Background: an optimization exercise with open tools, aiming at small area, a short achievable clock period and few clock cycles per item. Do not read the settings as production practice.
Only simulation tests tie the RTL to the original design; equivalence was not proved.
No activity file was given, so power comes from the tool's default toggle rates.

==> flow/design.v (outline; a module is shown in full before it is edited, if it fits) <==
// module cnm_top: 1215 lines
// module cnm_fa: 4 lines
// module cnm_ha: 4 lines
// module cnm_hn: 4 lines
// module cnm_ao: 3 lines
// module cnm_an: 3 lines
// module cnm_x2: 3 lines
// module cnm_xn: 3 lines
// module cnm_or: 3 lines
module cnm_top (
    input  logic               clk,
    input  logic               rst,
    input  logic               in_valid,
    input  logic signed [7:0]  rea,
    input  logic signed [7:0]  ima,
    input  logic signed [7:0]  req,
    input  logic signed [7:0]  imq,
    output logic               out_valid,
    output logic signed [15:0] rep,
    output logic signed [15:0] imp
);
  // ...
==> flow/flow/run.sh <==
#!/bin/bash
# Own layout flow: the standard flow (standard synthesis, same steps and
# settings), except that the port buffers are the small sky130 buf_1 cell
# instead of the delay cell buffer_ports picks by default. Every input and
# output port still gets its own buffer; repair may resize them.
set -euo pipefail
export BUFFER_PORTS_ARGS="-buffer_cell sky130_fd_sc_hd__buf_1"
bash standard.sh > flow_make.log 2>&1
==> flow/standard.sh <==
#!/bin/bash
# synth_recipe.tcl (not shown) runs the flow's synth.tcl, then flattens the netlist and writes it again
# the make line also repeats each setting of config.mk as NAME=value (left out here)
make -C /OpenROAD-flow-scripts/flow DESIGN_CONFIG=/design/flow/config.mk WORK_HOME=/design/flow/orfs CLKGATE_MAP_FILE= SYNTH_SCRIPT=/design/flow/synth_recipe.tcl "${@:-finish}"
==> flow/config.mk <==
export PLATFORM = sky130hd
export DESIGN_NAME = cnm_top
export DESIGN_NICKNAME = cnm_top
export VERILOG_FILES = /design/flow/design.v
export SDC_FILE = /design/flow/constraint.sdc
export NUM_CORES = 4
export LEC_CHECK = 0
export CAP_MARGIN = 20
export CORE_MARGIN = 2
export CORE_UTILIZATION = 40
export CTS_BUF_LIST = sky130_fd_sc_hd__clkbuf_4 sky130_fd_sc_hd__clkbuf_8
export SETUP_SLACK_MARGIN = 4.5
export SLEW_MARGIN = 20
export SYNTH_HIERARCHICAL = 1
==> flow/constraint.sdc <==
create_clock -name core_clock -period 7.0 [get_ports {clk}]
set_input_delay 1.4000 -clock core_clock [delete_from_list [all_inputs] [get_ports {clk}]]
set_output_delay 1.4000 -clock core_clock [all_outputs]
set_load 0.01 [all_outputs]
==> reports/results.tsv, run 1 <==
stage	metric	value	unit
outcome	status	finished clean	
timing	fin_ws	4600	ps
layout	clockBufferCount	20	
grt	use_met1	23.1	%
routing	first_pass_iters	4	
layout	dominant_cells	multi-input combinational cells	
layout	final_nets	1035	
critical_path	path_max_fanout	11	
layout	design_area	10700	um^2
die	io_pins	68	
routing	wl_per_cell	17.7	um
critical_path	worst_ep_arrival_time	2740	ps
synthesis	synth_top_area_share	31.1	%
critical_path	path_depth	5	
synthesis	synth_ff_type	dfxtp_1	
die	core_area	24200	um^2
cts	cts.sinks	153	
power_and_ir_drop	p_clk_share	16.4	%
synthesis	synth-seq-cells	153	
synthesis	syn_area	9840	um^2
synthesis	ys_types	26	
hold_path	hold-path-endpoint	rep[0]$_DFF_P_	
critical_path	cp-start-kind	flop	
timing	hold_viol	0	
layout	n_antenna_cell	0	
die	taps	324	
critical_path	rrSetupSlack	4600	ps
synthesis	muxShareOfSynthArea	0	%
critical_path	cp_top_family	adder cells	
Testbench counts, summed over its fixed seeds: cycles 16,024, items 16,000.
==> inputs of run 2 (changes only) <==
==> flow/flow/run.sh (replaced) <==
#!/bin/bash
# Own layout flow: the standard flow (standard synthesis, same steps and
# settings) with two changes:
#  - the port buffers are the small sky130 buf_1 cell instead of the delay
#    cell buffer_ports picks by default (every input and output port still
#    gets its own buffer; repair may resize them);
#  - clock tree synthesis adds no dummy loads.
set -euo pipefail
export BUFFER_PORTS_ARGS="-buffer_cell sky130_fd_sc_hd__buf_1"
export CTS_ARGS="-sink_clustering_enable -repair_clock_nets -dont_use_dummy_load -buf_list {sky130_fd_sc_hd__clkbuf_4 sky130_fd_sc_hd__clkbuf_8}${CTS_EXTRA:-}"
bash standard.sh > flow_make.log 2>&1
==> run 2 against run 1 <==
  * Still clean on timing, DRC and antenna
  * Sequential power is essentially flat
  * Clock power decreased by 38%
  * Sequential cell count did not move
  * Fmax is 0.32% lower
  * Cell count decreased by 1.2%
  * Non-clock buffer count stayed put
  * Count of clock-buffer cells in the layout fell by 3
  * Critical path type unchanged
  * Largest power group unchanged
==> reports/results.tsv, run 2 <==
stage	metric	value	unit	change
synthesis	syn_inst	823		
layout	reg_top3	imp x16, rep x16		
critical_path	crit_chain	a22oi_1, xnor2_1, fa_1, fa_1, fa_1		
cts	htreeDepth	4		
timing	rsz0062_at_grt	true		
die	fp.dieW	161	um	
synthesis	synth-seq-cells	153		unchanged
power_and_ir_drop	power.internal	2.85	mW	
timing	setup_viol_count_final	0		
critical_path	cp.buffers_inverters	0		
synthesis	ys_seq_area_share	31.1	%	
synthesis	synth_ff_type	dfxtp_1		
synthesis	synth_top_cells_by_count	xnor2_1 (186), dfxtp_1 (153), fa_1 (104)		
power_and_ir_drop	power.density	442	nW/um^2	
place	gp_routability_congestion	0.868		
die	placementRows	57		
synthesis	async_reset_ff_share	0	%	
timing	worst_pin_slew	531	ps	
power_and_ir_drop	vdd_drop_max	0.000256	V	
cts	cts.sinks	153		unchanged
power_and_ir_drop	switchingPower	1.77	mW	
critical_path	cp-start-kind	flop		
critical_path	required	7320	ps	
run	cap_violations	0		
routing	detail-route-antenna-nets	0		
die	start_util	40.6	%	
power_and_ir_drop	p_leak	3.93	nW	
critical_path	path_class	flop to flop		
routing	drt_wl_total	21200	um	
timing	timing.final.crit_share	34.3	%	
timing	hold_viol	0		unchanged
layout	n_fill_cell	2346		
critical_path	cp-end-kind	flop		
routing	drc	0		
synthesis	synth_warnings	7		
power_and_ir_drop	seqPwrFrac	31.6	%	
layout	seqCellArea	3170	um^2	
layout	area_growth	6.23	%	
grt	gr-total-overflow	0		
grt	grt_pass1_vias	6362		
outcome	status	finished clean		
grt	grt_pass1_wl	35100	um	
layout	layout_commonest_cell	xnor2_1		
place	port_buffers	67		
cts	insertion_delay	460	ps	
layout	drive_gt1_share	13.9	%	
timing	fmax	416	MHz	
die	die_y	161	um	
layout	final_nets	1035		unchanged
timing	maxSlewViolCount	0		
cts	cts_buffers	17		
grt	grt_antenna_before_repair	0		
critical_path	critPathMostFrequentCell	fa_1		
synthesis	netlist_top_cells_area	dfxtp_1 (31%), fa_1 (21%), xnor2_1 (17%)		
place	detailedPlace.worstSlack	4020	ps	
power_and_ir_drop	sw_frac_of_total	38.4	%	
routing	num_vias	5959		
synthesis	synth.largest_area_cell	dfxtp_1		
timing	fin_ws	4600	ps	-7.77 ps
critical_path	max_stage_delay	520	ps	
power_and_ir_drop	p_clk_share	10.9	%	-5.5 points
layout	n_antenna_cell	0		unchanged
timing	fin_tns_setup	0	ps	
routing	drt_iter0_markers	459		
synthesis	avgSynthCellArea	12.0	um^2	
synthesis	synth_edf_count	0		
power_and_ir_drop	comb_power_share	57.5	%	
critical_path	path_max_fanout	18		+7
routing	avgViaCountPerCell	5.02		
synthesis	synth_top_area_share	31.1	%	unchanged
synthesis	syn_nets	992		
die	core_area	24200	um^2	unchanged
synthesis	synth.most_common_cell	xnor2_1		
layout	layout_common_cells	xnor2_1 (185), dfxtp_1 (122), fa_1 (104), a22oi_1 (69), buf_1 (67)		
grt	grt_use_total	17.7	%	
die	dieArea	25900	um^2	
critical_path	cp_slowest_cell	dfxtp_4		
synthesis	syn_area	9840	um^2	unchanged
cts	clk_pin_slew	80	ps	
routing	first_pass_iters	6		+2
cts	cts_root_buffer	clkbuf_8		
grt	grt_max_degree	24		
timing	skew	19.3	ps	
die	io_pins	68		unchanged
layout	multiInputGateArea	6110	um^2	
timing	post-route-min-period	2400	ps	
timing	relSlewSlack	64.6	%	
critical_path	worst_ep_arrival_time	2730	ps	about the same
routing	wl_per_cell	17.8	um	+0.63%
cts	clock_path_buffers	2		
critical_path	cp_top_family	adder cells		
hold_path	hold_class	flop to flop		
synthesis	ys_types	26		unchanged
place	hpwl	14400	um	
cts	cts_tree	yes		
run 2: changes by cell type in the layout (fill, tap and decap cells not counted), sizes merged:
cell	previous run	this run
clkinvlp	2	0
inv	25	20
bufinv	5	0
clkbuf	20	17
run 2: per-stage QoR:
step / cell area [um^2] / total power [mW] / utilization, % / hold WS, ps / cells
global placement: 9970 / 4.17 / 41.1 / 314 / 1156
global route: 10500 / 5.16 / 43.1 / 317 / 1188
floorplan: 9840 / 3.60 / - / 310 / 823
detailed placement: 9970 / 4.19 / 41.1 / 316 / 1156
CTS: 10300 / 4.72 / 42.3 / 318 / 1173
finish: 10500 / 4.62 / 43.1 / 316 / 1188
run 2: power by group through the flow:
stage / logic [mW] / registers, mW / clock network, mW
floorplan: 2.16 / 1.45 / 0
finish: 2.66 / 1.46 / 0.502
global placement: 2.68 / 1.49 / 0
detailed placement: 2.70 / 1.49 / 0
global route: 3.08 / 1.50 / 0.567
CTS: 2.72 / 1.47 / 0.528
run 2: area by class of cell:
type	count	area share, %
Clock buffer	17	2.24
Tap cell	324	3.88
Sequential cell	153	30.4
Inverter	20	0.790
Multi-Input combinational cell	583	58.5
Timing Repair Buffer	91	4.27
run 2: cell families (layout without fill, tap and decap cells):
kind of cell	Yosys count	in the layout	share of synthesized area, %
flip-flops	153	153	31.1
adder cells (fa/ha/maj)	134	134	25.0
buffers and inverters	87	128	6.85
XOR/XNOR	200	200	17.8
AND/OR/NAND/NOR	75	75	4.35
AO/OA/AOI/OAI	174	174	14.9
run 2: repair_timing:
item,4_1_cts,5_1_grt
buffers inserted,0,15
endpoints found under the setup margin,40,17
hold buffers,0,0
pin swaps,0,0
gates resized for setup,34,32
run 2: per-module statistics from Yosys, one instance, submodules excluded, excerpt:
module | cells | copies in the design
cnm_an | 1 | 18
cnm_ao | 1 | 40
cnm_fa | 1 | 104
cnm_ha | 1 | 30
cnm_or | 1 | 24
cnm_top | 559 | 1
cnm_xn | 1 | 48
run 2: final timing paths:
path | startpoint | end | slack [ps] | cells after the start
worst max register to register | req_one_r[1]$_DFF_P_ | rep_s163_q1_580$_DFF_P_ | 4600 | 5
worst max-delay path | req_one_r[1]$_DFF_P_ | rep_s163_q1_580$_DFF_P_ | 4600 | 5
worst min-delay path | n555_q1_639$_DFF_P_ | rep[0]$_DFF_P_ | 320 | 0
worst min register to register | n555_q1_639$_DFF_P_ | rep[0]$_DFF_P_ | 320 | 0
run 2: routing by layer:
layer  global-route usage [%]  up-vias  part of all wire [%]
li1                         -     2795                     -
met1                     22.8     2943                    43
met2                     29.1      192                    48
met3                     4.49       29                   6.5
met4                     6.05        0                   2.4
met5                        0        -                     0
==> inputs of run 3 (changes only) <==
--- a/flow/flow/run.sh
+++ b/flow/flow/run.sh
@@ -8,4 +8,4 @@
 set -euo pipefail
 export BUFFER_PORTS_ARGS="-buffer_cell sky130_fd_sc_hd__buf_1"
-export CTS_ARGS="-sink_clustering_enable -repair_clock_nets -dont_use_dummy_load -buf_list {sky130_fd_sc_hd__clkbuf_4 sky130_fd_sc_hd__clkbuf_8}${CTS_EXTRA:-}"
+export CTS_ARGS="-sink_clustering_enable -repair_clock_nets -dont_use_dummy_load -buf_list {sky130_fd_sc_hd__clkbuf_4 sky130_fd_sc_hd__clkbuf_8 sky130_fd_sc_hd__clkbuf_16} -sink_clustering_size 30 -sink_clustering_max_diameter 100"
 bash standard.sh > flow_make.log 2>&1
==> run 3 against run 2 <==
  * Critical endpoint unchanged
  * Clock skew shrank 6.7 ps
  * Largest cell class unchanged
  * Non-clock buffer count is the same
  * Via count grew 0.35%
==> reports/results.tsv, run 3 <==
stage	metric	value	unit	change
outcome	status	finished clean		
critical_path	cp-end-kind	flop		
place	dp.cells	1156		unchanged
critical_path	cp.buffers_inverters	0		unchanged
die	placementRows	57		unchanged
synthesis	syn_inst	823		unchanged
place	hpwl	14400	um	unchanged
grt	grt_pass1_vias	6389		+0.42%
layout	final_cells	1188		unchanged
critical_path	worst_ep_arrival_time	2680	ps	-50 ps
synthesis	synth_top_area_share	31.1	%	unchanged
cts	cts_root_buffer	clkbuf_16		
grt	grt_max_degree	24		unchanged
routing	wl_per_cell	17.9	um	about the same
routing	drc	0		unchanged
die	start_util	40.6	%	unchanged
cts	htreeDepth	4		unchanged
synthesis	async_reset_ff_share	0	%	unchanged
cts	cts_buffers	17		unchanged
synthesis	synth_ff_type	dfxtp_1		
die	dieArea	25900	um^2	unchanged
die	io_pins	68		unchanged
timing	skew	12.6	ps	-6.68 ps
grt	grt_use_total	17.7	%	about the same
synthesis	ys_types	26		unchanged
die	die_y	161	um	unchanged
layout	layout_commonest_cell	xnor2_1		
timing	hold_viol	0		unchanged
power_and_ir_drop	p_leak	4.02	nW	+2.2%
synthesis	synth.most_common_cell	xnor2_1		
power_and_ir_drop	vdd_drop_max	0.000256	V	+0.14%
timing	fin_tns_setup	0	ps	unchanged
grt	gr-total-overflow	0		unchanged
cts	cts_tree	yes		
layout	n_antenna_cell	0		unchanged
cts	cts.sinks	153		unchanged
synthesis	synth_edf_count	0		unchanged
routing	drt_wl_total	21200	um	about the same
synthesis	syn_nets	992		unchanged
timing	setup_viol_count_final	0		unchanged
timing	timing.final.crit_share	34.1	%	-0.19 points
timing	maxSlewViolCount	0		unchanged
timing	relSlewSlack	63.8	%	-0.86 points
timing	post-route-min-period	2390	ps	-13.6 ps
hold_path	hold_class	flop to flop		
layout	reg_top3	imp x16, rep x16		
layout	layout_common_cells	xnor2_1 (185), dfxtp_1 (122), fa_1 (104), a22oi_1 (68), buf_1 (67)		
grt	grt_antenna_before_repair	0		unchanged
synthesis	avgSynthCellArea	12.0	um^2	unchanged
die	core_area	24200	um^2	unchanged
run	cap_violations	0		unchanged
place	port_buffers	67		unchanged
layout	area_growth	8.23	%	
synthesis	synth_warnings	7		unchanged
timing	fmax	418	MHz	+0.57%
layout	final_util	43.9	%	+0.81 points
critical_path	crit_chain	a22oi_1, xnor2_1, fa_1, fa_1, fa_1		
routing	avgViaCountPerCell	5.03		+0.35%
critical_path	path_class	flop to flop		
synthesis	syn_area	9840	um^2	unchanged
power_and_ir_drop	power.density	456	nW/um^2	+3.2%
critical_path	critPathMostFrequentCell	fa_1		
cts	insertion_delay	420	ps	-40 ps
routing	num_vias	5980		+0.35%
critical_path	path_max_fanout	18		unchanged
synthesis	ys_seq_area_share	31.1	%	unchanged
timing	rsz0062_at_grt	true		
synthesis	synth.largest_area_cell	dfxtp_1		
routing	detail-route-antenna-nets	0		unchanged
critical_path	required	7290	ps	-30 ps
cts	clock_path_buffers	2		unchanged
synthesis	synth_top_cells_by_count	xnor2_1 (186), dfxtp_1 (153), fa_1 (104)		
routing	first_pass_iters	5		-1
place	gp_routability_congestion	0.868		unchanged
cts	clk_pin_slew	60	ps	-20 ps
critical_path	cp_top_family	adder cells		
routing	drt_iter0_markers	372		-19%
synthesis	synth-seq-cells	153		unchanged
grt	grt_pass1_wl	35100	um	about the same
timing	worst_pin_slew	544	ps	+12.8 ps
layout	drive_gt1_share	14.0	%	+0.12 points
layout	final_nets	1035		unchanged
critical_path	max_stage_delay	520	ps	about the same
critical_path	cp-start-kind	flop		
die	fp.dieW	161	um	unchanged
synthesis	netlist_top_cells_area	dfxtp_1 (31%), fa_1 (21%), xnor2_1 (17%)		
critical_path	cp_slowest_cell	dfxtp_4		
## run 3: changes by cell type in the layout (fill, tap and decap cells not counted)
| cell | change |
|---|---|
| clkbuf_8 | -17 |
| clkbuf_16 | +17 |
| a22oi_1 | -1 |
| a22oi_2 | +1 |
## run 3: stage by stage
step / worst slack [ps] / power [mW] / hold WS (ps) / cell area (um^2)
2_1_floorplan: 4640 / 3.60 / 310 / 9840
3_3_place_gp: 4070 / 4.17 / 314 / 9970
3_5_place_dp: 4020 / 4.19 / 316 / 9970
4_1_cts: 4500 / 4.96 / 322 / 10500
5_1_grt: 4490 / 5.40 / 320 / 10700
6_report: 4610 / 4.86 / 319 / 10700
## run 3: path summary, 6_finish.rpt
kind         slack, ps            startpoint  cells after the start                 endpoint
max               4610  req_one_r[1]$_DFF_P_                      5  rep_s163_q1_580$_DFF_P_
min                320   n555_q1_639$_DFF_P_                      0           rep[0]$_DFF_P_
max reg2reg       4610  req_one_r[1]$_DFF_P_                      5  rep_s163_q1_580$_DFF_P_
min reg2reg        320   n555_q1_639$_DFF_P_                      0           rep[0]$_DFF_P_
## run 3: worst reg2reg max path: stages, from the launching register on
cell     delay (ps)
dfxtp_4         520
a22oi_1         160
xnor2_1         210
fa_1            480
fa_1            460
fa_1            440
## run 3: layout make-up
class / count / area (um^2)
fillers: 2325 / 13600
well taps: 324 / 405
inverters: 20 / 82.6
flip-flops and latches: 153 / 3170
multi-input cells: 583 / 6120
clock buffers: 17 / 425
repair buffers: 91 / 447
## run 3: metal layers
layer  vias to the layer above  GRT usage (%)  wire (um)
met5                         -              0          0
met1                      2951           22.6       9270
met3                        36           4.29       1240
li1                       2799              -          -
met4                         0           7.39        708
met2                       194           28.8      10000
## run 3: repair_timing
action | CTS | global route
endpoints found under the setup margin | 40 | 13
setup buffers | 0 | 15
gates resized for setup | 37 | 30
gates cloned | 0 | 0
hold buffers | 0 | 0
## run 3: cells by family after synthesis
logic type      count (synthesis)  share of synthesized area [%]
xor+xnor                      200                           17.8
compound gates                174                           14.9
flops                         153                           31.1
buf+inv                        87                           6.85
fa+ha+maj                     134                           25.0
simple gates                   75                           4.35
## run 3: per-module statistics from Yosys (local to each module, per instance), a selection
module	times used	area [um^2]
cnm_an	18	6.26
cnm_top	1	6400
cnm_ao	40	7.51
cnm_ha	30	12.5
cnm_xn	48	8.76
cnm_fa	104	20.0
cnm_or	24	6.26
## run 3: report_power, final
group          switching [mW]  internal, mW
clock network           0.311         0.420
logic                    1.29          1.38
registers               0.203          1.26
total                    1.80          3.06
==> inputs of run 4 (changes only) <==
--- a/flow/flow/run.sh
+++ b/flow/flow/run.sh
@@ -8,4 +8,4 @@
 set -euo pipefail
 export BUFFER_PORTS_ARGS="-buffer_cell sky130_fd_sc_hd__buf_1"
-export CTS_ARGS="-sink_clustering_enable -repair_clock_nets -dont_use_dummy_load -buf_list {sky130_fd_sc_hd__clkbuf_4 sky130_fd_sc_hd__clkbuf_8 sky130_fd_sc_hd__clkbuf_16} -sink_clustering_size 30 -sink_clustering_max_diameter 100"
+export CTS_ARGS="-sink_clustering_enable -repair_clock_nets -dont_use_dummy_load -buf_list {sky130_fd_sc_hd__clkbuf_8}"
 bash standard.sh > flow_make.log 2>&1
==> run 4 against run 3 <==
  * Clock skew is 6.7 ps higher
  * Area after synthesis unchanged
  * Non-clock buffer count unchanged
  * Sequential share of layout area up 0.56 points
  * Worst hold slack worse by 3.3 ps
  * Cell count did not move
  * Via count is 0.35% lower
  * Register-to-register slack barely moved
  * Largest cell class unchanged
  * Largest power group unchanged
==> reports/results.tsv, run 4 <==
stage	metric	value	unit	change
cts	cts.sinks	153		unchanged
synthesis	muxShareOfSynthArea	0	%	unchanged
layout	final_cells	1188		unchanged
layout	layout_common_cells	xnor2_1 (185), dfxtp_1 (122), fa_1 (104), a22oi_1 (69), buf_1 (67)		
critical_path	critPathMostFrequentCell	fa_1		
critical_path	max_stage_delay	520	ps	about the same
layout	n_antenna_cell	0		unchanged
synthesis	synth_edf_count	0		unchanged
timing	fin_hold_ws	316	ps	-3.33 ps
grt	grt_use_total	17.7	%	about the same
place	gp_routability_congestion	0.868		unchanged
timing	skew	19.3	ps	+6.68 ps
synthesis	synth_top_cells_by_count	xnor2_1 (186), dfxtp_1 (153), fa_1 (104)		
critical_path	reg2reg_from	req_one_r[1]$_DFF_P_		
power_and_ir_drop	power.density	442	nW/um^2	-3.1%
routing	avgViaCountPerCell	5.02		-0.35%
routing	detail-route-antenna-nets	0		unchanged
critical_path	crit_chain	a22oi_1, xnor2_1, fa_1, fa_1, fa_1		
routing	first_pass_iters	6		+1
synthesis	yosys.area_share.adder	25.0	%	unchanged
synthesis	synth_warnings	7		unchanged
synthesis	synth_compound_area_share	14.9	%	unchanged
power_and_ir_drop	vdd_drop_max	0.000256	V	-0.14%
timing	post-route-min-period	2400	ps	+13.6 ps
layout	reg_top3	imp x16, rep x16		
synthesis	ys_seq_area_share	31.1	%	unchanged
critical_path	cp_slowest_cell	dfxtp_4		
critical_path	startpoint	req_one_r[1]$_DFF_P_		
power_and_ir_drop	p_leak	3.93	nW	-2.2%
routing	drt_wl_total	21200	um	about the same
place	port_buffers	67		unchanged
synthesis	synth.most_common_cell	xnor2_1		
routing	drt_iter0_markers	459		+23%
synthesis	syn_nets	992		unchanged
cts	cts_tree	yes		
layout	layout_commonest_cell	xnor2_1		
power_and_ir_drop	finalPower	4.62	mW	-4.8%
die	die_y	161	um	unchanged
place	dpl_cell_area	9970	um^2	unchanged
critical_path	required	7320	ps	+30 ps
synthesis	async_reset_ff_share	0	%	unchanged
run	cap_violations	0		unchanged
timing	setup_viol_count_final	0		unchanged
critical_path	path_class	flop to flop		
cts	cts_buffers	17		unchanged
critical_path	worst_ep_arrival_time	2730	ps	+50 ps
routing	num_vias	5959		-0.35%
place	dp.cells	1156		unchanged
synthesis	synth_ff_type	dfxtp_1		
synthesis	synthSimpleGateAreaFrac	4.35	%	unchanged
timing	relSlewSlack	64.6	%	+0.86 points
critical_path	path_max_fanout	18		unchanged
critical_path	cp-start-kind	flop		
die	placementRows	57		unchanged
synthesis	ys_types	26		unchanged
grt	grt_pass1_wl	35100	um	about the same
critical_path	cp-end-kind	flop		
cts	insertion_delay	460	ps	+40 ps
grt	grt_antenna_before_repair	0		unchanged
synthesis	avgSynthCellArea	12.0	um^2	unchanged
timing	fmax	416	MHz	-0.57%
synthesis	synth_top_area_share	31.1	%	unchanged
grt	grt_max_degree	24		unchanged
layout	design_area	10500	um^2	-1.8%
synthesis	syn_area	9840	um^2	unchanged
place	hpwl	14400	um	unchanged
hold_path	hold_class	flop to flop		
die	start_util	40.6	%	unchanged
layout	final_nets	1035		unchanged
outcome	status	finished clean		
routing	wl_per_cell	17.8	um	about the same
cts	clock_path_buffers	2		unchanged
synthesis	synth_top_family_by_area	adder cells		
grt	grt_pass1_vias	6362		-0.42%
timing	fin_tns_setup	0	ps	unchanged
synthesis	netlist_top_cells_area	dfxtp_1 (31%), fa_1 (21%), xnor2_1 (17%)		
timing	hold_viol	0		unchanged
timing	timing.final.crit_share	34.3	%	+0.19 points
layout	drive_gt1_share	13.9	%	-0.12 points
cts	cts_root_buffer	clkbuf_8		
die	dieArea	25900	um^2	unchanged
synthesis	synth-seq-cells	153		unchanged
timing	worst_pin_slew	531	ps	-12.8 ps
cts	clk_pin_slew	80	ps	+20 ps
timing	maxSlewViolCount	0		unchanged
cts	htreeDepth	4		unchanged
timing	rsz0062_at_grt	true		
synthesis	synth.largest_area_cell	dfxtp_1		
routing	drc	0		unchanged
layout	area_growth	6.23	%	
hold_path	worstHoldStart	n555_q1_639$_DFF_P_		
die	fp.dieW	161	um	unchanged
synthesis	synth_xor_area_share	17.8	%	unchanged
die	core_area	24200	um^2	unchanged
grt	gr-total-overflow	0		unchanged
synthesis	syn_inst	823		unchanged
die	io_pins	68		unchanged
run 4: cell counts after synthesis:
Identical to the previous run, type by type.
run 4: metrics by stage:
step	setup slack (ps)	util, %
3_5_place_dp	4020	41.1
3_3_place_gp	4070	41.1
4_1_cts	4490	42.3
6_report	4600	43.1
2_1_floorplan	4640	-
5_1_grt	4500	43.1
run 4: cell families after synthesis:
group	Yosys count
fa+ha+maj	134
simple gates	75
xor+xnor	200
flops	153
buf+inv	87
compound gates	174
run 4: cell type report:
type	count	area, um^2
Clock buffer	17	234
Fill cell	2346	13800
Inverter	20	82.6
Multi-Input combinational cell	583	6110
Sequential cell	153	3170
Tap cell	324	405
Timing Repair Buffer	91	447
run 4: layer usage:
layer  part of all wire [%]  track usage [%]
met1                     43             22.8
met3                    6.5             4.49
met2                     48             29.1
met5                      0                0
met4                    2.4             6.05
run 4: timing repair:
action / in CTS / in global routing
endpoints found under the setup margin: 40 / 17
endpoints found under the hold margin: 0 / 0
hold buffers: 0 / 0
cloned: 0 / 0
setup buffers: 0 / 15
gates resized for setup: 34 / 32
run 4: worst max-delay path: cells and delay by family (launching register included):
family          cells  cell delay (ps)
compound gates      1              150
xor+xnor            1              210
fa+ha+maj           3             1380
flops               1              520
run 4: report_power, final:
part | internal, mW | total (mW) | switching (mW)
combinational | 1.38 | 2.66 | 1.28
clock | 0.214 | 0.502 | 0.288
sequential | 1.26 | 1.46 | 0.202
run 4: path summary, 6_finish.rpt:
check                                               end  slack [ps]  depth (start not counted)
worst max-delay path            rep_s163_q1_580$_DFF_P_        4600                          5
worst min-delay path                     rep[0]$_DFF_P_         320                          0
worst max register to register  rep_s163_q1_580$_DFF_P_        4600                          5
worst min register to register           rep[0]$_DFF_P_         320                          0
run 4: per-module statistics from Yosys, one instance, submodules excluded, excerpt:
module,flip-flops and latches,cells inside
cnm_ao,0,1
cnm_ha,0,1
cnm_top,153,559
cnm_xn,0,1
cnm_or,0,1
cnm_an,0,1
cnm_fa,0,1
==> inputs of run 5 (changes only) <==
--- a/flow/flow/run.sh
+++ b/flow/flow/run.sh
@@ -8,4 +8,4 @@
 set -euo pipefail
 export BUFFER_PORTS_ARGS="-buffer_cell sky130_fd_sc_hd__buf_1"
-export CTS_ARGS="-sink_clustering_enable -repair_clock_nets -dont_use_dummy_load -buf_list {sky130_fd_sc_hd__clkbuf_8}"
+export CTS_ARGS="-sink_clustering_enable -repair_clock_nets -dont_use_dummy_load -buf_list {sky130_fd_sc_hd__clkbuf_4}"
 bash standard.sh > flow_make.log 2>&1
==> run 5 against run 4 <==
  * Combinational power hardly changed
  * First-iteration DRC count is 1.1% lower
  * Routed wire length is 0.67% lower
  * Register-to-register slack hardly changed
  * Sequential share of layout area is 0.24 points higher
  * Cell count hardly changed
  * Power is 2.1% lower
  * Critical endpoint unchanged
  * Largest power group unchanged
  * Highest routed layer unchanged
==> reports/results.tsv, run 5 <==
stage	metric	value	unit	change
critical_path	cp-end-kind	flop		
synthesis	synth_top_cells_by_count	xnor2_1 (186), dfxtp_1 (153), fa_1 (104)		
place	port_buffers	67		unchanged
grt	grt_antenna_before_repair	1		+1
grt	grt_use_total	17.5	%	-0.16 points
layout	layout_common_cells	xnor2_1 (185), dfxtp_1 (115), fa_1 (104), a22oi_1 (69), buf_1 (46)		
place	hpwl	14400	um	unchanged
die	dieArea	25900	um^2	unchanged
cts	clk_pin_slew	120	ps	+40 ps
power_and_ir_drop	p_leak	3.95	nW	+0.48%
place	dp.cells	1156		unchanged
routing	first_pass_iters	5		-1
layout	drive_gt1_share	17.0	%	+3.1 points
die	io_pins	68		unchanged
routing	drt_iter0_markers	454		-1.1%
synthesis	synth.largest_area_cell	dfxtp_1		
critical_path	path_class	flop to flop		
cts	htreeDepth	4		unchanged
routing	detail-route-antenna-nets	0		unchanged
grt	gr-total-overflow	0		unchanged
critical_path	cp-start-kind	flop		
synthesis	synth-seq-cells	153		unchanged
cts	cts.sinks	153		unchanged
outcome	status	finished clean		
die	fp.dieW	161	um	unchanged
power_and_ir_drop	power.density	435	nW/um^2	-1.6%
power_and_ir_drop	vdd_drop_max	0.000262	V	+2.2%
synthesis	syn_area	9840	um^2	unchanged
routing	wl_per_cell	17.7	um	-0.76%
timing	timing.final.crit_share	34.4	%	+0.080 points
timing	fin_tns_setup	0	ps	unchanged
routing	avgViaCountPerCell	5.01		-0.18%
power_and_ir_drop	finalPower	4.53	mW	-2.1%
synthesis	netlist_top_cells_area	dfxtp_1 (31%), fa_1 (21%), xnor2_1 (17%)		
routing	drt_wl_total	21000	um	-0.67%
synthesis	ys_types	26		unchanged
cts	cts_hold_buf	0		unchanged
cts	clock_path_buffers	2		unchanged
timing	fmax	415	MHz	-0.23%
timing	worst_pin_slew	539	ps	+8.01 ps
synthesis	syn_nets	992		unchanged
place	gp_routability_congestion	0.868		unchanged
timing	relSlewSlack	64.1	%	-0.53 points
layout	reg_top3	imp x16, rep x16		
layout	final_cells	1189		+0.084%
hold_path	worstHoldStart	n555_q1_639$_DFF_P_		
critical_path	startpoint	req_one_r[1]$_DFF_P_		
place	dpl_cell_area	9970	um^2	unchanged
cts	cts_buffers	17		unchanged
grt	grt_pass1_wl	34900	um	-0.59%
timing	setup_viol_count_final	0		unchanged
timing	maxSlewViolCount	0		unchanged
layout	design_area	10400	um^2	-0.53%
layout	multiInputGateArea	6110	um^2	unchanged
layout	layout_commonest_cell	xnor2_1		
cts	cts_root_buffer	clkbuf_4		
timing	rsz0062_at_grt	true		
synthesis	synth_edf_count	0		unchanged
synthesis	synth.most_common_cell	xnor2_1		
hold_path	hold_class	flop to flop		
critical_path	worst_ep_arrival_time	2810	ps	+80 ps
layout	seqCellArea	3180	um^2	+0.28%
die	core_area	24200	um^2	unchanged
timing	hold_viol	0		unchanged
synthesis	synth_top_area_share	31.1	%	unchanged
timing	post-route-min-period	2410	ps	+5.63 ps
grt	grt_pass1_vias	6335		-0.42%
timing	skew	29.1	ps	+9.83 ps
die	start_util	40.6	%	unchanged
grt	grt_max_degree	24		unchanged
routing	num_vias	5953		-0.10%
synthesis	synth_ff_type	dfxtp_1		
layout	final_nets	1034		-0.097%
synthesis	avgSynthCellArea	12.0	um^2	unchanged
cts	insertion_delay	540	ps	+80 ps
timing	fin_hold_ws	312	ps	-3.58 ps
routing	drc	0		unchanged
run	cap_violations	0		unchanged
die	die_y	161	um	unchanged
critical_path	path_max_fanout	18		unchanged
critical_path	reg2reg_from	req_one_r[1]$_DFF_P_		
synthesis	async_reset_ff_share	0	%	unchanged
die	placementRows	57		unchanged
cts	cts_tree	yes		
critical_path	required	7410	ps	+90 ps
synthesis	synth_warnings	7		unchanged
layout	area_growth	5.67	%	
synthesis	ys_seq_area_share	31.1	%	unchanged
synthesis	syn_inst	823		unchanged
layout	n_fill_cell	2354		+0.34%
run 5: logic make-up after synthesis:
logic type | Yosys count | synth area share, %
AO/OA/AOI/OAI | 174 | 14.9
AND/OR/NAND/NOR | 75 | 4.35
buffers and inverters | 87 | 6.85
XOR/XNOR | 200 | 17.8
flip-flops | 153 | 31.1
adder cells (fa/ha/maj) | 134 | 25.0
run 5: per-module statistics from Yosys (local to each module, per instance), a selection:
module,flip-flops and latches,cells inside,copies in the design,area [um^2]
cnm_ha,0,1,30,12.5
cnm_xn,0,1,48,8.76
cnm_fa,0,1,104,20.0
cnm_an,0,1,18,6.26
cnm_or,0,1,24,6.26
cnm_top,153,559,1,6400
cnm_ao,0,1,40,7.51
run 5: layout make-up:
type,instances,share of cell area [%]
multi-input combinational,583,58.8
sequential,153,30.6
timing repair buffer,90,4.66
tap,324,3.90
clock buffer,17,1.23
inverter,20,0.794
antenna,2,0.0481
run 5: worst paths after layout:
path | to | cells after the start | slack, ps
min | rep[0]$_DFF_P_ | 0 | 310
max reg2reg | rep_s163_q1_580$_DFF_P_ | 5 | 4590
min reg2reg | rep[0]$_DFF_P_ | 0 | 310
max | rep_s163_q1_580$_DFF_P_ | 5 | 4590
run 5: metrics by stage:
stage / utilization, % / worst slack [ps]
floorplan: - / 4640
global placement: 41.1 / 4070
detailed placement: 41.1 / 4020
CTS: 41.9 / 4480
global route: 42.9 / 4480
finish: 42.9 / 4590
run 5: per-layer routing:
metal / global-route usage, % / share of wire [%] / routed length, um
met3: 4.44 / 6.2 / 1310
met4: 7.22 / 3.4 / 717
met5: 0 / 0 / 0
met2: 28.1 / 47 / 9900
met1: 22.7 / 43 / 9110
run 5: power breakdown:
part	switching (mW)	internal (mW)
combinational	1.28	1.40
sequential	0.204	1.26
clock	0.267	0.111
run 5: critical path: stages (launching register included):
cell     delay, ps
dfxtp_4        540
a22oi_1        150
xnor2_1        210
fa_1           480
fa_1           450
fa_1           440
run 5: what timing repair did:
action                     4_1_cts  5_1_grt
setup endpoints to repair       41       36
gates resized for setup         37       66
setup buffers                    0       14
==> inputs of run 6 (changes only) <==
--- a/flow/config.mk
+++ b/flow/config.mk
@@ -6,9 +6,9 @@
 export NUM_CORES = 4
 export LEC_CHECK = 0
-export CAP_MARGIN = 20
+export CAP_MARGIN = 5
 export CORE_MARGIN = 2
 export CORE_UTILIZATION = 40
 export CTS_BUF_LIST = sky130_fd_sc_hd__clkbuf_4 sky130_fd_sc_hd__clkbuf_8
 export SETUP_SLACK_MARGIN = 4.5
-export SLEW_MARGIN = 20
+export SLEW_MARGIN = 5
 export SYNTH_HIERARCHICAL = 1
==> run 6 against run 5 <==
  * Sequential share of layout area is the same
  * Count of clock-buffer cells in the layout is the same
  * Via count is the same
  * Critical endpoint unchanged
  * Largest power group unchanged
  * Design area is the same
  * Routed wire length is the same
  * Die area is the same
==> reports/results.tsv, run 6 <==
stage	metric	value	unit	change
outcome	status	finished clean		
synthesis	ys_seq_area_share	31.1	%	unchanged
synthesis	synth_top_family_by_area	adder cells		
synthesis	synthSimpleGateAreaFrac	4.35	%	unchanged
cts	cts_tree	yes		
routing	drt_wl_total	21000	um	unchanged
grt	grt_pass1_vias	6335		unchanged
synthesis	synth.largest_area_cell	dfxtp_1		
synthesis	avgSynthCellArea	12.0	um^2	unchanged
grt	grt_antenna_before_repair	1		unchanged
synthesis	synth_compound_area_share	14.9	%	unchanged
place	gp_routability_congestion	0.868		unchanged
synthesis	synth-seq-cells	153		unchanged
routing	first_pass_iters	5		unchanged
timing	timing.final.crit_share	34.4	%	unchanged
grt	grt_max_degree	24		unchanged
synthesis	synth_top_cells_by_count	xnor2_1 (186), dfxtp_1 (153), fa_1 (104)		
timing	worst_pin_slew	539	ps	unchanged
power_and_ir_drop	power.density	435	nW/um^2	unchanged
layout	drive_gt1_share	17.0	%	unchanged
routing	wl_per_cell	17.7	um	unchanged
place	dp.cells	1156		unchanged
cts	htreeDepth	4		unchanged
die	fp.dieW	161	um	unchanged
cts	clock_path_buffers	2		unchanged
layout	final_cells	1189		unchanged
timing	hold_viol	0		unchanged
cts	cts_root_buffer	clkbuf_4		
routing	num_vias	5953		unchanged
critical_path	required	7410	ps	about the same
routing	drt_iter0_markers	454		unchanged
power_and_ir_drop	vdd_drop_max	0.000262	V	unchanged
critical_path	path_max_fanout	18		unchanged
layout	n_fill_cell	2354		unchanged
layout	seqCellArea	3180	um^2	unchanged
die	core_area	24200	um^2	unchanged
run	cap_violations	0		unchanged
layout	final_nets	1034		unchanged
place	port_buffers	67		unchanged
grt	gr-total-overflow	0		unchanged
timing	maxSlewViolCount	0		unchanged
timing	fin_ws	4590	ps	unchanged
layout	area_growth	5.67	%	unchanged
cts	cts_hold_buf	0		unchanged
die	placementRows	57		unchanged
synthesis	synth_warnings	7		unchanged
routing	avgViaCountPerCell	5.01		unchanged
critical_path	cp-end-kind	flop		
timing	setup_viol_count_final	0		unchanged
synthesis	synth_xor_area_share	17.8	%	unchanged
layout	layout_commonest_cell	xnor2_1		
cts	cts.sinks	153		unchanged
timing	fmax	415	MHz	unchanged
cts	cts_buffers	17		unchanged
critical_path	path_class	flop to flop		
die	die_y	161	um	unchanged
timing	post-route-min-period	2410	ps	unchanged
synthesis	synth_top_area_share	31.1	%	unchanged
layout	multiInputGateArea	6110	um^2	unchanged
timing	relSlewSlack	64.1	%	unchanged
synthesis	yosys.area_share.adder	25.0	%	unchanged
timing	fin_hold_ws	312	ps	unchanged
critical_path	worst_ep_arrival_time	2810	ps	about the same
synthesis	syn_nets	992		unchanged
timing	rsz0062_at_grt	true		
place	hpwl	14400	um	unchanged
critical_path	cp-start-kind	flop		
layout	reg_top3	imp x16, rep x16		
synthesis	muxShareOfSynthArea	0	%	unchanged
layout	final_util	42.9	%	unchanged
routing	drc	0		unchanged
cts	insertion_delay	540	ps	about the same
synthesis	netlist_top_cells_area	dfxtp_1 (31%), fa_1 (21%), xnor2_1 (17%)		
cts	clk_pin_slew	120	ps	about the same
hold_path	hold_class	flop to flop		
synthesis	ys_types	26		unchanged
routing	detail-route-antenna-nets	0		unchanged
layout	layout_common_cells	xnor2_1 (185), dfxtp_1 (115), fa_1 (104), a22oi_1 (69), buf_1 (46)		
die	start_util	40.6	%	unchanged
power_and_ir_drop	p_leak	3.95	nW	unchanged
synthesis	async_reset_ff_share	0	%	unchanged
grt	grt_pass1_wl	34900	um	unchanged
synthesis	synth.most_common_cell	xnor2_1		
die	io_pins	68		unchanged
synthesis	synth_edf_count	0		unchanged
synthesis	syn_inst	823		unchanged
synthesis	syn_area	9840	um^2	unchanged
synthesis	synth_ff_type	dfxtp_1		
place	detailedPlace.worstSlack	4020	ps	unchanged
timing	fin_tns_setup	0	ps	unchanged
die	dieArea	25900	um^2	unchanged
grt	grt_use_total	17.5	%	unchanged
timing	skew	29.1	ps	unchanged
-- run 6: path summary, 6_finish.rpt --
kind	startpoint	to	slack (ps)	depth (start not counted)
min reg2reg	n555_q1_639$_DFF_P_	rep[0]$_DFF_P_	310	0
min	n555_q1_639$_DFF_P_	rep[0]$_DFF_P_	310	0
max reg2reg	req_one_r[1]$_DFF_P_	rep_s163_q1_580$_DFF_P_	4590	5
max	req_one_r[1]$_DFF_P_	rep_s163_q1_580$_DFF_P_	4590	5
-- run 6: cell type report --
class	instances	area share (%)
inverter	20	0.794
multi-input combinational	583	58.8
sequential	153	30.6
timing repair buffer	90	4.66
clock buffer	17	1.23
tap	324	3.90
antenna	2	0.0481
-- run 6: kinds of logic (layout without fill, tap and decap cells) --
family,Yosys count,after routing
AOI/OAI and AO/OA,174,174
xor gates and xnor gates,200,200
adders and majority gates,134,134
buffers and inverters,87,127
DFF,153,153
other,0,2
and+or+nand+nor,75,75
-- run 6: layer usage --
metal  up-vias  wire (um)  global-route usage, %
met5         -          0                      0
met4         0        717                   7.22
met3        35       1310                   4.44
met2       186       9900                   28.1
met1      2927       9110                   22.7
li1       2805          -                      -
-- run 6: worst max-delay path, stage by stage (launching register included) --
cell     delay, ps
dfxtp_4        540
a22oi_1        150
xnor2_1        210
fa_1           480
fa_1           450
fa_1           440
-- run 6: where the power goes --
group | internal, mW | leakage, nW | switching (mW)
Clock | 0.111 | 0.0782 | 0.267
Sequential | 1.26 | 1.30 | 0.204
Combinational | 1.40 | 2.57 | 1.28
Total | 2.77 | 3.95 | 1.75
-- run 6: stage by stage --
stage	power, mW	area, um^2
after floorplan	3.60	9840
after global placement	4.17	9970
after detailed placement	4.19	9970
after CTS	4.60	10200
after global routing	5.06	10400
final	4.53	10400
-- run 6: repair_timing --
| item | CTS | global route |
|---|---|---|
| cloned | 0 | 0 |
| buffers inserted | 0 | 14 |
| pin swaps | 0 | 0 |
| resized for setup | 37 | 66 |
| setup endpoints to repair | 41 | 36 |
-- run 6: Yosys stat by module (local to each module, per instance), a selection --
module   cells  copies in the design  cell area [um^2]  flip-flops and latches
cnm_top    559                     1              6400                     153
cnm_ao       1                    40              7.51                       0
cnm_ha       1                    30              12.5                       0
cnm_or       1                    24              6.26                       0
cnm_an       1                    18              6.26                       0
cnm_fa       1                   104              20.0                       0
cnm_xn       1                    48              8.76                       0
==> inputs of run 7 (changes only) <==
--- a/flow/flow/run.sh
+++ b/flow/flow/run.sh
@@ -8,4 +8,4 @@
 set -euo pipefail
 export BUFFER_PORTS_ARGS="-buffer_cell sky130_fd_sc_hd__buf_1"
-export CTS_ARGS="-sink_clustering_enable -repair_clock_nets -dont_use_dummy_load -buf_list {sky130_fd_sc_hd__clkbuf_4}"
+export CTS_ARGS="-sink_clustering_enable -repair_clock_nets -dont_use_dummy_load -buf_list {sky130_fd_sc_hd__clkbuf_4 sky130_fd_sc_hd__clkbuf_8}"
 bash standard.sh > flow_make.log 2>&1
--- a/flow/config.mk
+++ b/flow/config.mk
@@ -6,9 +6,9 @@
 export NUM_CORES = 4
 export LEC_CHECK = 0
-export CAP_MARGIN = 5
+export CAP_MARGIN = 20
 export CORE_MARGIN = 2
-export CORE_UTILIZATION = 40
+export CORE_UTILIZATION = 60
 export CTS_BUF_LIST = sky130_fd_sc_hd__clkbuf_4 sky130_fd_sc_hd__clkbuf_8
 export SETUP_SLACK_MARGIN = 4.5
-export SLEW_MARGIN = 5
+export SLEW_MARGIN = 20
 export SYNTH_HIERARCHICAL = 1
==> run 7 against run 6 <==
  * Critical endpoint unchanged
  * Routed wire length up 2.2%
  * Clock skew is 6.6 ps higher
  * Power is 2.9% higher
  * Area after synthesis did not move
  * Highest routed layer unchanged
  * Sequential power about the same
  * Still clean
  * Utilization rose by 22 points
  * Cell count shrank 9.5%
  * Register-to-register slack lost 50 ps
  * Clock power up 29%
  * Worst hold slack gained 26 ps
==> reports/results.tsv, run 7 <==
stage	metric	value	unit	change
power_and_ir_drop	p_leak	3.93	nW	-0.70%
hold_path	hold_class	flop to flop		
layout	drive_gt1_share	14.1	%	-3.0 points
routing	drt_iter0_markers	503		+11%
die	io_pins	68		unchanged
synthesis	avgSynthCellArea	12.0	um^2	unchanged
routing	wl_met1	8580	um	-5.9%
cts	cts.sinks	153		unchanged
place	port_buffers	67		unchanged
synthesis	netlist_top_cells_area	dfxtp_1 (31%), fa_1 (21%), xnor2_1 (17%)		
synthesis	synth_ff_type	dfxtp_1		
synthesis	syn_area	9840	um^2	unchanged
routing	drt_wl_total	21500	um	+2.2%
routing	top_layer	met4		
grt	grt_pass1_wl	34500	um	-0.93%
grt	grt_max_degree	24		unchanged
place	gp_routability_congestion	0.882		+1.6%
outcome	status	finished clean		
timing	timing.final.crit_share	35.1	%	+0.68 points
die	core_area	15900	um^2	-34%
layout	area_growth	4.81	%	
grt	grt_pass1_vias	6621		+4.5%
layout	n_antenna_cell	0		-2
routing	wl_met3	1840	um	+40%
cts	cts_buffers	17		unchanged
timing	post-route-min-period	2460	ps	+47.8 ps
synthesis	synth-seq-cells	153		unchanged
timing	skew	35.7	ps	+6.58 ps
die	start_util	61.7	%	+21 points
timing	maxSlewViolCount	0		unchanged
synthesis	synth_edf_count	0		unchanged
synthesis	synth.largest_area_cell	dfxtp_1		
critical_path	rrSetupSlack	4540	ps	-50 ps
synthesis	synth_top_area_share	31.1	%	unchanged
critical_path	crit_chain	o21ai_1, xnor2_1, fa_1, fa_1, fa_1		
layout	layout_common_cells	xnor2_1 (184), dfxtp_1 (118), fa_1 (104), a22oi_1 (69), buf_1 (67)		
timing	relSlewSlack	63.1	%	-0.93 points
timing	hold_viol	0		unchanged
synthesis	synth_warnings	7		unchanged
synthesis	ys_seq_area_share	31.1	%	unchanged
layout	n_fill_cell	1296		-45%
timing	setup_viol_count_final	0		unchanged
critical_path	cp-end-kind	flop		
critical_path	max_stage_delay	580	ps	+40 ps
critical_path	path_class	flop to flop		
die	placementRows	46		-19%
cts	htreeDepth	4		unchanged
routing	wl_per_cell	20.0	um	+13%
routing	wl_met2	10500	um	+6.1%
layout	final_nets	1031		-0.29%
synthesis	synth_top_cells_by_count	xnor2_1 (186), dfxtp_1 (153), fa_1 (104)		
die	dieArea	17400	um^2	-33%
grt	grt_antenna_before_repair	0		-1
routing	avgViaCountPerCell	5.74		+15%
routing	detail-route-antenna-nets	0		unchanged
cts	cts_tree	yes		
die	die_y	132	um	-18%
synthesis	synth.most_common_cell	xnor2_1		
routing	drc	0		unchanged
critical_path	critPathMostFrequentCell	fa_1		
critical_path	worst_ep_arrival_time	2750	ps	-60 ps
critical_path	cp_slowest_cell	dfxtp_2		
critical_path	path_max_fanout	16		-2
cts	cts_hold_buf	0		unchanged
routing	num_vias	6171		+3.7%
synthesis	async_reset_ff_share	0	%	unchanged
grt	grt_use_total	25.7	%	+8.2 points
synthesis	syn_nets	992		unchanged
power_and_ir_drop	power.density	451	nW/um^2	+3.7%
timing	worst_pin_slew	553	ps	+14.0 ps
power_and_ir_drop	vdd_drop_max	0.000384	V	+47%
synthesis	syn_inst	823		unchanged
grt	gr-total-overflow	0		unchanged
cts	cts_root_buffer	clkbuf_8		
timing	rsz0062_at_grt	true		
timing	fmax	407	MHz	-1.9%
critical_path	required	7300	ps	-110 ps
cts	insertion_delay	460	ps	-80 ps
die	fp.dieW	132	um	-18%
synthesis	ys_types	26		unchanged
timing	fin_tns_setup	0	ps	unchanged
layout	reg_top3	imp x16, rep x16		
layout	layout_commonest_cell	xnor2_1		
cts	clock_path_buffers	2		unchanged
cts	clk_pin_slew	90	ps	-30 ps
critical_path	cp-start-kind	flop		
place	hpwl	14700	um	+2.1%
routing	first_pass_iters	5		unchanged
run	cap_violations	0		unchanged
layout	final_util	64.7	%	+22 points
[run 7: worst paths after layout]
| check | startpoint | endpoint | cells after the start |
|---|---|---|---|
| setup / recovery | ima_r[7]$_DFF_P_ | rep_s163_q1_580$_DFF_P_ | 5 |
| hold / removal | n559_q1_641$_DFF_P_ | imp[0]$_DFF_P_ | 0 |
| setup reg to reg | ima_r[7]$_DFF_P_ | rep_s163_q1_580$_DFF_P_ | 5 |
| hold reg to reg | n559_q1_641$_DFF_P_ | imp[0]$_DFF_P_ | 0 |
[run 7: cells by family after synthesis]
group | Yosys count | synth area share [%]
buffers and inverters | 87 | 6.85
and+or+nand+nor | 75 | 4.35
adders and majority gates | 134 | 25.0
DFF | 153 | 31.1
xor gates and xnor gates | 200 | 17.8
AOI/OAI and AO/OA | 174 | 14.9
[run 7: where the power goes]
group          leakage, nW  switching (mW)  internal [mW]
sequential            1.30           0.212           1.26
combinational         2.50            1.31           1.39
clock                0.122           0.274          0.214
[run 7: layout make-up]
| type | count | area (um^2) | share of cell area [%] |
|---|---|---|---|
| multi-input combinational | 583 | 6120 | 59.3 |
| sequential | 153 | 3190 | 30.9 |
| timing repair buffer | 87 | 422 | 4.09 |
| clock buffer | 17 | 234 | 2.27 |
| inverter | 20 | 82.6 | 0.801 |
| tap | 216 | 270 | 2.62 |
[run 7: through the flow]
| stage | instances | setup slack [ps] | power [mW] | hold WS, ps | instance area [um^2] |
|---|---|---|---|---|---|
| after floorplan | 823 | 4640 | 3.60 | 310 | 9840 |
| after global placement | 1044 | 4090 | 4.11 | 312 | 9810 |
| after detailed placement | 1044 | 4080 | 4.22 | 317 | 9810 |
| after CTS | 1061 | 4490 | 4.73 | 342 | 10100 |
| after global routing | 1076 | 4480 | 5.08 | 356 | 10300 |
| final | 1076 | 4540 | 4.66 | 339 | 10300 |
[run 7: per-module statistics from Yosys, one instance, submodules excluded, a selection]
module   cell area [um^2]  cells inside
cnm_an               6.26             1
cnm_ao               7.51             1
cnm_fa               20.0             1
cnm_ha               12.5             1
cnm_or               6.26             1
cnm_top              6400           559
cnm_xn               8.76             1
[run 7: critical path: cells and delay by family, from the launching register on]
family | cells | cell delay, ps
adders and majority gates | 3 | 1360
xor gates and xnor gates | 1 | 230
AOI/OAI and AO/OA | 1 | 150
DFF | 1 | 580
[run 7: layer usage]
metal	vias up	GRT usage, %
met4	0	9.84
met3	41	6.54
met2	309	43.3
li1	2786	-
met1	3035	32.0
met5	-	0
[run 7: repair_timing]
action	4_1_cts	5_1_grt
buffers inserted	0	15
resized for setup	47	25
hold endpoints to repair	0	0
cloned	0	0
setup endpoints to repair	47	16
==> inputs of run 8 (changes only) <==
--- a/flow/config.mk
+++ b/flow/config.mk
@@ -8,7 +8,7 @@
 export CAP_MARGIN = 20
 export CORE_MARGIN = 2
-export CORE_UTILIZATION = 60
+export CORE_UTILIZATION = 40
 export CTS_BUF_LIST = sky130_fd_sc_hd__clkbuf_4 sky130_fd_sc_hd__clkbuf_8
-export SETUP_SLACK_MARGIN = 4.5
+export SETUP_SLACK_MARGIN = 4.8
 export SLEW_MARGIN = 20
 export SYNTH_HIERARCHICAL = 1
==> run 8 against run 7 <==
  * Register-to-register slack gained 140 ps
  * Non-clock buffer count grew 90
  * Power grew 10%
  * Highest routed layer unchanged
==> reports/results.tsv, run 8 <==
stage	metric	value	unit	change
outcome	status	finished clean		
layout	final_nets	1121		+8.7%
cts	cts_buffers	17		unchanged
power_and_ir_drop	power.density	429	nW/um^2	-4.9%
die	start_util	40.6	%	-21 points
timing	post-route-min-period	2320	ps	-136 ps
critical_path	cp-end-kind	flop		
cts	insertion_delay	450	ps	about the same
synthesis	syn_area	9840	um^2	unchanged
synthesis	ys_seq_area_share	31.1	%	unchanged
die	core_area	24200	um^2	+52%
layout	n_antenna_cell	0		unchanged
synthesis	synth_warnings	7		unchanged
routing	detail-route-antenna-nets	0		unchanged
timing	hold_viol	0		unchanged
timing	fin_hold_ws	313	ps	-25.5 ps
grt	gr-total-overflow	0		unchanged
cts	clock_path_buffers	2		unchanged
synthesis	synth_top_area_share	31.1	%	unchanged
timing	timing.final.crit_share	33.2	%	-1.9 points
die	io_pins	68		unchanged
critical_path	required	7400	ps	+100 ps
critical_path	path_class	flop to flop		
routing	wl_per_cell	19.0	um	-5.2%
synthesis	synth.largest_area_cell	dfxtp_1		
power_and_ir_drop	p_leak	4.65	nW	+18%
grt	grt_pass1_vias	6693		+1.1%
critical_path	path_max_fanout	6		-10
layout	layout_commonest_cell	xnor2_1		
routing	drc	0		unchanged
layout	final_util	49.3	%	-15 points
timing	maxSlewViolCount	0		unchanged
cts	cts.sinks	153		unchanged
synthesis	async_reset_ff_share	0	%	unchanged
synthesis	avgSynthCellArea	12.0	um^2	unchanged
power_and_ir_drop	vdd_drop_max	0.000241	V	-37%
synthesis	syn_nets	992		unchanged
routing	drt_wl_total	24100	um	+12%
run	cap_violations	0		unchanged
place	gp_routability_congestion	0.829		-6.0%
critical_path	cp-start-kind	flop		
timing	fmax	431	MHz	+5.9%
timing	fin_tns_setup	0	ps	unchanged
timing	rsz0062_at_grt	true		
grt	grt_use_total	19.1	%	-6.7 points
layout	final_cells	1274		+18%
timing	worst_pin_slew	468	ps	-84.8 ps
critical_path	worst_ep_arrival_time	2720	ps	-30 ps
timing	setup_viol_count_final	0		unchanged
grt	grt_max_degree	23		-4.2%
place	dp.cells	1151		+10%
layout	area_growth	21.3	%	
die	placementRows	57		+24%
routing	avgViaCountPerCell	5.06		-12%
layout	layout_common_cells	xnor2_1 (164), dfxtp_1 (106), buf_4 (84), a22oi_2 (76), fa_1 (69)		
cts	htreeDepth	4		unchanged
grt	grt_pass1_wl	37100	um	+7.5%
synthesis	ys_types	26		unchanged
place	hpwl	14700	um	about the same
die	die_y	161	um	+22%
layout	reg_top3	imp x16, rep x16		
critical_path	rrSetupSlack	4680	ps	+140 ps
timing	skew	23.5	ps	-12.2 ps
routing	drt_iter0_markers	458		-8.9%
synthesis	synth_top_cells_by_count	xnor2_1 (186), dfxtp_1 (153), fa_1 (104)		
die	fp.dieW	161	um	+22%
cts	cts_tree	yes		
synthesis	synth_edf_count	0		unchanged
place	port_buffers	67		unchanged
synthesis	synth_ff_type	dfxtp_1		
synthesis	synth-seq-cells	153		unchanged
synthesis	synth.most_common_cell	xnor2_1		
hold_path	hold_class	flop to flop		
routing	num_vias	6445		+4.4%
cts	clk_pin_slew	80	ps	about the same
synthesis	netlist_top_cells_area	dfxtp_1 (31%), fa_1 (21%), xnor2_1 (17%)		
timing	relSlewSlack	68.8	%	+5.7 points
routing	first_pass_iters	5		unchanged
layout	drive_gt1_share	37.4	%	+23 points
cts	cts_root_buffer	clkbuf_8		
grt	grt_antenna_before_repair	0		unchanged
die	dieArea	25900	um^2	+48%
synthesis	syn_inst	823		unchanged
## run 8: metrics by stage
stage                     cell area, um^2  power [mW]  setup slack (ps)
after global routing                11900        5.64              4620
after detailed placement            10000        4.22              4070
after floorplan                     10000        3.63              4730
final                               11900        5.13              4680
after global placement              10000        4.19              4120
after CTS                           11500        5.00              4670
## run 8: cell families after synthesis
family          after synthesis  share of synthesized area (%)
compound gates              174                           14.9
simple gates                 75                           4.35
xor+xnor                    200                           17.8
fa+ha+maj                   134                           25.0
buf+inv                      87                           6.85
flops                       153                           31.1
## run 8: worst paths after layout
path,start,endpoint,cells past startpoint
max,rea_r[5]$_DFF_P_,imp_s434_q1_612$_DFF_P_,6
min,n555_q1_639$_DFF_P_,rep[0]$_DFF_P_,0
max reg2reg,rea_r[5]$_DFF_P_,imp_s434_q1_612$_DFF_P_,6
min reg2reg,n555_q1_639$_DFF_P_,rep[0]$_DFF_P_,0
## run 8: final cells by class
| class | instances | area (um^2) |
|---|---|---|
| fill | 2193 | 12300 |
| multi-input combinational | 583 | 6600 |
| tap | 324 | 405 |
| clock buffer | 17 | 234 |
| inverter | 20 | 85.1 |
| sequential | 153 | 3210 |
| timing repair buffer | 177 | 1410 |
## run 8: per-module statistics from Yosys, one instance, submodules excluded, a selection
| module | cells inside | flip-flops and latches |
|---|---|---|
| cnm_or | 1 | 0 |
| cnm_ha | 1 | 0 |
| cnm_xn | 1 | 0 |
| cnm_ao | 1 | 0 |
| cnm_an | 1 | 0 |
| cnm_fa | 1 | 0 |
| cnm_top | 559 | 153 |
## run 8: worst max-delay path, stage by stage, from the launching register on
cell	delay (ps)
dfxtp_4	360
buf_4	170
a22oi_2	200
xnor2_2	160
fa_2	480
fa_2	360
fa_2	530
## run 8: power breakdown
| part | total [mW] | internal, mW | switching (mW) |
|---|---|---|---|
| clock network | 0.500 | 0.214 | 0.286 |
| registers | 1.46 | 1.26 | 0.191 |
| logic | 3.17 | 1.75 | 1.42 |
| total | 5.13 | 3.23 | 1.89 |
## run 8: metal layers
metal	vias up	track usage, %	routed length (um)
met5	-	0	0
met1	3189	25.1	10400
met2	240	30.8	11400
met4	0	7.55	769
li1	2971	-	-
met3	45	4.05	1570
## run 8: repair_timing
action	4_1_cts	5_1_grt
endpoints found under the hold margin	0	0
hold buffers	0	0
endpoints found under the setup margin	109	75
gates resized for setup	153	63
pin swaps	28	36
setup buffers	91	15
==> inputs of run 9 (changes only) <==
--- a/flow/config.mk
+++ b/flow/config.mk
@@ -10,5 +10,5 @@
 export CORE_UTILIZATION = 40
 export CTS_BUF_LIST = sky130_fd_sc_hd__clkbuf_4 sky130_fd_sc_hd__clkbuf_8
-export SETUP_SLACK_MARGIN = 4.8
+export SETUP_SLACK_MARGIN = 4.3
 export SLEW_MARGIN = 20
 export SYNTH_HIERARCHICAL = 1
==> run 9 against run 8 <==
  * Power decreased by 9.9%
  * Worst hold slack better by 3.2 ps
  * Combinational power shrank 16%
  * Clock skew fell by 4.1 ps
  * Non-clock buffer count shrank 101
  * Critical path depth down 1
  * Area after synthesis unchanged
  * Sequential share of layout area up 3.4 points
  * Utilization decreased by 7.0 points
  * Register-to-register slack got worse by 270 ps
  * Worst setup slack worse by 270 ps
  * Global-route usage shrank 1.4 points
  * Critical path type unchanged
  * Critical endpoint is now rep_s163_q1_580$_DFF_P_
  * Highest routed layer unchanged
==> reports/results.tsv, run 9 <==
stage	metric	value	unit	change
hold_path	hold_class	flop to flop		
synthesis	synth_top_family_by_area	adder cells		
routing	drc	0		unchanged
timing	fin_ws	4410	ps	-267 ps
synthesis	ys_seq_area_share	31.1	%	unchanged
routing	drt_wl_total	21100	um	-13%
power_and_ir_drop	power.density	451	nW/um^2	+5.0%
critical_path	cp.buffers_inverters	0		-1
grt	grt_pass1_wl	35000	um	-5.6%
critical_path	worst_ep_arrival_time	2910	ps	+190 ps
timing	rsz0062_at_grt	true		
run	cap_violations	0		unchanged
timing	timing.final.crit_share	37.0	%	+3.8 points
routing	first_pass_iters	5		unchanged
timing	worst_pin_slew	850	ps	+382 ps
layout	drive_gt1_share	12.1	%	-25 points
synthesis	synth_ff_type	dfxtp_1		
synthesis	synth_warnings	7		unchanged
layout	layout_common_cells	xnor2_1 (186), dfxtp_1 (123), fa_1 (104), a22oi_1 (69), buf_1 (67)		
cts	insertion_delay	460	ps	about the same
cts	cts_root_buffer	clkbuf_8		
synthesis	synth.most_common_cell	xnor2_1		
die	die_y	161	um	unchanged
grt	grt_max_degree	24		+4.3%
grt	gr-total-overflow	0		unchanged
routing	num_vias	5899		-8.5%
synthesis	synth_xor_area_share	17.8	%	unchanged
cts	cts_setup_buffers	0		-100%
timing	skew	19.4	ps	-4.08 ps
critical_path	crit_chain	o21ai_0, xor2_1, fa_1, fa_1, fa_1		
place	detailedPlace.worstSlack	4020	ps	-51.4 ps
die	start_util	40.6	%	unchanged
timing	fin_tns_setup	0	ps	unchanged
synthesis	syn_area	9840	um^2	unchanged
power_and_ir_drop	finalPower	4.62	mW	-9.9%
power_and_ir_drop	vdd_drop_max	0.000256	V	+6.0%
synthesis	synth_edf_count	0		unchanged
power_and_ir_drop	p_leak	3.84	nW	-17%
cts	cts.sinks	153		unchanged
critical_path	cp-start-kind	flop		
timing	setup_viol_count_final	0		unchanged
cts	cts_buffers	17		unchanged
critical_path	path_max_fanout	18		+12
place	port_buffers	67		unchanged
cts	cts_tree	yes		
critical_path	cp_slowest_cell	dfxtp_2		
synthesis	muxShareOfSynthArea	0	%	unchanged
synthesis	synthSimpleGateAreaFrac	4.35	%	unchanged
routing	avgViaCountPerCell	5.03		-0.59%
synthesis	synth_top_cells_by_count	xnor2_1 (186), dfxtp_1 (153), fa_1 (104)		
synthesis	syn_nets	992		unchanged
grt	grt_use_total	17.7	%	-1.4 points
die	dieArea	25900	um^2	unchanged
routing	wl_per_cell	18.0	um	-5.2%
layout	layout_commonest_cell	xnor2_1		
die	io_pins	68		unchanged
grt	grt_antenna_before_repair	0		unchanged
timing	post-route-min-period	2590	ps	+267 ps
layout	area_growth	4.13	%	
critical_path	cp_top_family	adder cells		
synthesis	synth.largest_area_cell	dfxtp_1		
critical_path	path_class	flop to flop		
critical_path	max_stage_delay	650	ps	+120 ps
place	gp_routability_congestion	0.868		+4.7%
timing	maxSlewViolCount	0		unchanged
synthesis	yosys.area_share.adder	25.0	%	unchanged
routing	detail-route-antenna-nets	0		unchanged
die	fp.dieW	161	um	unchanged
critical_path	cp-end-kind	flop		
timing	relSlewSlack	43.3	%	-26 points
synthesis	synth_compound_area_share	14.9	%	unchanged
cts	htreeDepth	4		unchanged
synthesis	synth_top_area_share	31.1	%	unchanged
layout	n_fill_cell	2360		+7.6%
cts	clock_path_buffers	2		unchanged
die	core_area	24200	um^2	unchanged
layout	final_nets	1020		-9.0%
layout	reg_top3	imp x16, rep x16		
synthesis	syn_inst	823		unchanged
synthesis	netlist_top_cells_area	dfxtp_1 (31%), fa_1 (21%), xnor2_1 (17%)		
grt	grt_pass1_vias	6355		-5.1%
die	placementRows	57		unchanged
outcome	status	finished clean		
critical_path	required	7320	ps	-80 ps
cts	clk_pin_slew	80	ps	about the same
critical_path	critPathMostFrequentCell	fa_1		
timing	fmax	386	MHz	-10%
layout	n_antenna_cell	0		unchanged
synthesis	ys_types	26		unchanged
timing	hold_viol	0		unchanged
place	hpwl	14400	um	-2.0%
synthesis	synth-seq-cells	153		unchanged
synthesis	async_reset_ff_share	0	%	unchanged
routing	drt_iter0_markers	368		-20%
synthesis	avgSynthCellArea	12.0	um^2	unchanged
-- run 9: cell families after synthesis --
| family | Yosys count |
|---|---|
| compound gates | 174 |
| xor+xnor | 200 |
| fa+ha+maj | 134 |
| buf+inv | 87 |
| flops | 153 |
| simple gates | 75 |
-- run 9: worst paths after layout --
| path | cells past startpoint | to | startpoint | slack (ps) |
|---|---|---|---|---|
| hold reg to reg | 0 | rep[0]$_DFF_P_ | n555_q1_639$_DFF_P_ | 320 |
| setup / recovery | 5 | rep_s163_q1_580$_DFF_P_ | req_one_r[0]$_DFF_P_ | 4410 |
| hold / removal | 0 | rep[0]$_DFF_P_ | n555_q1_639$_DFF_P_ | 320 |
| setup reg to reg | 5 | rep_s163_q1_580$_DFF_P_ | req_one_r[0]$_DFF_P_ | 4410 |
-- run 9: stage by stage --
step                std cells  hold WS [ps]  utilization [%]  instance area [um^2]
CTS                      1173           318             42.2                 10200
floorplan                 823           310                -                  9840
finish                   1173           316             42.3                 10200
global placement         1156           314             41.1                  9970
global route             1173           317             42.3                 10200
detailed placement       1156           316             41.1                  9970
-- run 9: final cells by class --
class | instances | area (um^2) | area share (%)
Inverter | 20 | 82.6 | 0.806
Multi-Input combinational cell | 583 | 6100 | 59.6
Sequential cell | 153 | 3100 | 30.3
Timing Repair Buffer | 76 | 319 | 3.11
Clock buffer | 17 | 234 | 2.28
Tap cell | 324 | 405 | 3.96
-- run 9: what timing repair did --
item | in CTS | in global routing
gates resized for setup | 28 | 3
endpoints found under the hold margin | 0 | 0
hold buffers | 0 | 0
setup endpoints to repair | 21 | 9
-- run 9: per-layer routing --
layer | vias to the layer above | GRT usage [%] | part of all wire, %
li1 | 2762 | - | -
met1 | 2910 | 22.7 | 44
met2 | 197 | 29.2 | 48
met3 | 30 | 4.05 | 6.3
met4 | 0 | 6.29 | 2.5
met5 | - | 0 | 0
-- run 9: per-module statistics from Yosys (local to each module, per instance), excerpt --
module | cells inside | flip-flops and latches | area, um^2 | times used
cnm_or | 1 | 0 | 6.26 | 24
cnm_xn | 1 | 0 | 8.76 | 48
cnm_ha | 1 | 0 | 12.5 | 30
cnm_an | 1 | 0 | 6.26 | 18
cnm_top | 559 | 153 | 6400 | 1
cnm_fa | 1 | 0 | 20.0 | 104
cnm_ao | 1 | 0 | 7.51 | 40
-- run 9: power breakdown --
group / leakage [nW] / total, mW / internal, mW / switching, mW
Clock: 0.122 / 0.501 / 0.214 / 0.287
Sequential: 1.29 / 1.47 / 1.26 / 0.204
Combinational: 2.43 / 2.65 / 1.37 / 1.28
-- run 9: worst register-to-register path, cell delays in order, from the launching register on --
cell	delay [ps]
dfxtp_2	650
o21ai_0	210
xor2_1	190
fa_1	540
fa_1	450
fa_1	430

## afterwards: timing with drivers on the ports
How much do the figures lean on ideal ports? The routed layouts below were timed once more, with nothing changed but the port constraints.
Step 1 sets driving cells, clkbuf_16 on the clock port and buf_2 on the other inputs (assumed; they add their load-dependent delay and slew).
Step 2 moves the port delays by t, midway between the first and last clock arrival at a register: inputs arrive t later, outputs are due t later. That takes back most of the time a late clock gives input paths.
a / b / c = no drivers / after step 1 / after step 2; a / b = the first two.
run | shift t [ns] | slack for setup (ns) | worst data-port slew with drivers (ns) | pins driven straight from the clock port
run 1 | 0.497 | 4.604 / 4.604 / 4.604 | 0.03 | 1
run 2 | 0.492 | 4.597 / 4.597 / 4.597 | 0.03 | 1
run 3 | 0.465 | 4.610 / 4.610 / 4.610 | 0.03 | 1
run 4 | 0.492 | 4.597 / 4.597 / 4.597 | 0.03 | 1
run 5 | 0.575 | 4.591 / 4.556 / 4.591 | 0.03 | 1
run 6 | 0.575 | 4.591 / 4.556 / 4.591 | 0.03 | 1
run 7 | 0.477 | 4.543 / 4.543 / 4.543 | 0.04 | 1
run 8 | 0.490 | 4.679 / 4.656 / 4.679 | 0.04 | 1
run 9 | 0.488 | 4.412 / 4.412 / 4.412 | 0.03 | 1
After both steps setup and hold are still met in every run listed.
